Context: an optimization exercise on an open-source flow, tuned for small area, a short achievable clock period and few clock cycles per item. The choices shown serve that exercise and are no tape-out recipe. RTL that was checked went through simulation tests only; none was proved equivalent to the original. Power and IR drop assume default switching activity.

==> flow/design.v (excerpt) <==
module filter(
        input clock,
        input reset,
        input start,
        output reg done,
        input  [15:0] data_in,
        output reg [15:0] data_out
    );
For scale: about 740 cells after synthesis, about 180 flip-flops, about 36 I/O pins, about 11000 um^2 of cells after synthesis.
Settings: LEC_CHECK=0, CAP_MARGIN=20, CORE_MARGIN=2, CORE_UTILIZATION=40, SLEW_MARGIN=20, SYNTH_HIERARCHICAL=1; clock period 10.0 ns.
standard.sh (not shown) runs the stock make flow with config.mk's settings and CLKGATE_MAP_FILE= SYNTH_SCRIPT=/design/flow/synth_recipe.tcl, a recipe that flattens the netlist after the stock synthesis.
==> flow/flow/run.sh <==
#!/bin/bash
# Standard ORFS layout (the standard.sh), asking the timing repair for more
# setup margin than the 10 ns clock needs, so it optimises the achieved period.
set -euo pipefail
bash standard.sh SETUP_SLACK_MARGIN=6.5 finish > orfs_make.log 2>&1
Edit:
==> flow/flow/run.sh (replaced) <==
#!/bin/bash
# Standard ORFS layout (the standard.sh), asking the timing repair for more
# setup margin than the 10 ns clock needs, so it optimises the achieved period.
set -euo pipefail
bash standard.sh SETUP_SLACK_MARGIN=7.2 finish > orfs_make.log 2>&1
Wire length went up by about 10%.
Global-route usage went up by 1.4 points.
Cell area went up by about 9%.
Edit:
==> flow/flow/run.sh (replaced) <==
#!/bin/bash
# Standard ORFS layout (the standard.sh) with two changes to how it is
# optimised: ports are buffered with a plain buffer instead of the default
# delay-buffer cell, and timing repair is asked for more setup margin than the
# 10 ns clock needs, so that it works on the achieved period.
set -euo pipefail
bash standard.sh SETUP_SLACK_MARGIN=6.8 "BUFFER_PORTS_ARGS=-buffer_cell sky130_fd_sc_hd__buf_2" finish > orfs_make.log 2>&1
=> Combinational power is lower by a quarter to a third; count of clock-buffer cells in the layout grows by 1; worst setup slack gains 0.050 ns; utilization drops by 3.0 points; sequential power fell slightly; final area shrinks by a few percent; routed wire length shrinks by a few percent; total power goes down by roughly a tenth; die area does not change; sequential share of layout area is higher by 1.7 points; worst hold slack stays flat.
Function was not checked in any run of this note: the RTL went through the layout flow alone.

---

Another version of the RTL of filter (not shown whole).
Size: about 860 cells after synthesis, ~0.011 mm² of cells after synthesis.
export LEC_CHECK = 0
export CAP_MARGIN = 20
export CORE_MARGIN = 2
export CORE_UTILIZATION = 55
export CTS_CLUSTER_DIAMETER = 100
export CTS_CLUSTER_SIZE = 24
export SLEW_MARGIN = 20
export SYNTH_HIERARCHICAL = 1
create_clock -name core_clock -period 10.0 [get_ports {clock}]
==> flow/flow/run.sh <==
#!/bin/bash
# Standard ORFS layout (the standard.sh) with changes only to how it is
# optimised: ports are buffered with a plain buffer instead of the default
# delay-buffer cell, and timing repair is asked for more setup margin than the
# 10 ns clock needs, so that it works on the achieved period.
set -euo pipefail
bash standard.sh SETUP_SLACK_MARGIN=7.0 "BUFFER_PORTS_ARGS=-buffer_cell sky130_fd_sc_hd__buf_4" finish > orfs_make.log 2>&1
The starting point finished with timing, DRC and antenna clean.
Testbench counts at the start, summed over its fixed seeds: cycles 2,064, samples 2,048.
Rerun with:
--- a/flow/flow/run.sh
+++ b/flow/flow/run.sh
@@ -5,3 +5,3 @@
 # 10 ns clock needs, so that it works on the achieved period.
 set -euo pipefail
-bash standard.sh SETUP_SLACK_MARGIN=7.0 "BUFFER_PORTS_ARGS=-buffer_cell sky130_fd_sc_hd__buf_4" finish > orfs_make.log 2>&1
+bash standard.sh SETUP_SLACK_MARGIN=7.0 "BUFFER_PORTS_ARGS=-buffer_cell sky130_fd_sc_hd__buf_4" "CTS_ARGS=-sink_clustering_enable -repair_clock_nets -sink_clustering_size 24 -sink_clustering_max_diameter 100 -distance_between_buffers 1000 -branching_point_buffers_distance 1000" finish > orfs_make.log 2>&1
--- a/flow/config.mk
+++ b/flow/config.mk
@@ -8,7 +8,5 @@
 export CAP_MARGIN = 20
 export CORE_MARGIN = 2
-export CORE_UTILIZATION = 55
-export CTS_CLUSTER_DIAMETER = 100
-export CTS_CLUSTER_SIZE = 24
+export CORE_UTILIZATION = 60
 export SLEW_MARGIN = 20
 export SYNTH_HIERARCHICAL = 1
The changed run completed with no timing, DRC or antenna violations.
Utilization is higher by 4.9 points.
Combinational power is lower by about 1%.
Count of clock-buffer cells in the layout is higher by 1.
Setup slack gets better by 18 ps.
Sequential share of layout area is higher by 0.22 points.
Wire length barely changes.
Clock power is lower by 5.1%.
Sequential power barely changes.
Rerun with:
==> flow/flow/run.sh (replaced) <==
#!/bin/bash
# Standard ORFS layout (the standard.sh) with changes only to how it is
# optimised: ports are buffered with a plain buffer instead of the default
# delay-buffer cell, and timing repair is asked for more setup margin than the
# 10 ns clock needs, so that it works on the achieved period.
set -euo pipefail
bash standard.sh SETUP_SLACK_MARGIN=6.95 "BUFFER_PORTS_ARGS=-buffer_cell sky130_fd_sc_hd__buf_4" finish > orfs_make.log 2>&1
--- a/flow/config.mk
+++ b/flow/config.mk
@@ -9,4 +9,6 @@
 export CORE_MARGIN = 2
 export CORE_UTILIZATION = 60
+export CTS_CLUSTER_DIAMETER = 100
+export CTS_CLUSTER_SIZE = 24
 export SLEW_MARGIN = 20
 export SYNTH_HIERARCHICAL = 1
=> Global-route usage does not change; die area does not change; utilization drops by 0.17 points; clock skew is about the same; power stays flat.
Rerun with:
--- a/flow/flow/run.sh
+++ b/flow/flow/run.sh
@@ -5,3 +5,3 @@
 # 10 ns clock needs, so that it works on the achieved period.
 set -euo pipefail
-bash standard.sh SETUP_SLACK_MARGIN=6.95 "BUFFER_PORTS_ARGS=-buffer_cell sky130_fd_sc_hd__buf_4" finish > orfs_make.log 2>&1
+bash standard.sh SETUP_SLACK_MARGIN=7.05 "BUFFER_PORTS_ARGS=-buffer_cell sky130_fd_sc_hd__buf_4" finish > orfs_make.log 2>&1
--- a/flow/config.mk
+++ b/flow/config.mk
@@ -8,5 +8,5 @@
 export CAP_MARGIN = 20
 export CORE_MARGIN = 2
-export CORE_UTILIZATION = 60
+export CORE_UTILIZATION = 70
 export CTS_CLUSTER_DIAMETER = 100
 export CTS_CLUSTER_SIZE = 24
The new run completed with no timing, DRC or antenna violations.
Cell area climbs by 1.1%.
Total power climbs by 1.4%.
First-iteration DRC count rose by 62%.
Final cell count fell by 1.4%.
Global-route usage rose by 2.4 points.
Worst setup slack gains 18 ps.
Sequential power is about the same.

==> port drivers added, routing unchanged <==
No port has a modelled driver above. Below, the same layouts with a new extraction and two added sets of constraints. Step 1: set_driving_cell puts a clkbuf_16 on clock and a buf_2 on each other input, an assumption about the parent block. Step 2, shift: input delay + t, output delay - t, t = (earliest + latest rising clock arrival at the registers) / 2. This alone moves slack from input paths to output paths. Slacks: ideal / step 1 / step 2; pairs: ideal / step 1.
run	shift t [ns]	setup WS [ns]	worst setup path after step 2
the first run of note 1	0.483	6.553 / 6.553 / 6.111	input to register
the second run of note 1	0.489	6.576 / 6.576 / 6.576	register to register
the third run of note 1	0.479	6.626 / 6.626 / 6.445	input to register
the first run of note 2	0.511	7.033 / 6.991 / 6.549	input to register
the second run of note 2	0.508	7.051 / 7.008 / 6.759	input to register
the third run of note 2	0.509	7.013 / 6.970 / 6.541	input to register
the fourth run of note 2	0.516	7.031 / 6.985 / 6.706	input to register
After both steps every run listed still meets setup and hold. The setup slack of the first run of note 2, which loses most, moves by -0.042 ns with the drivers and by -0.484 ns with both steps.
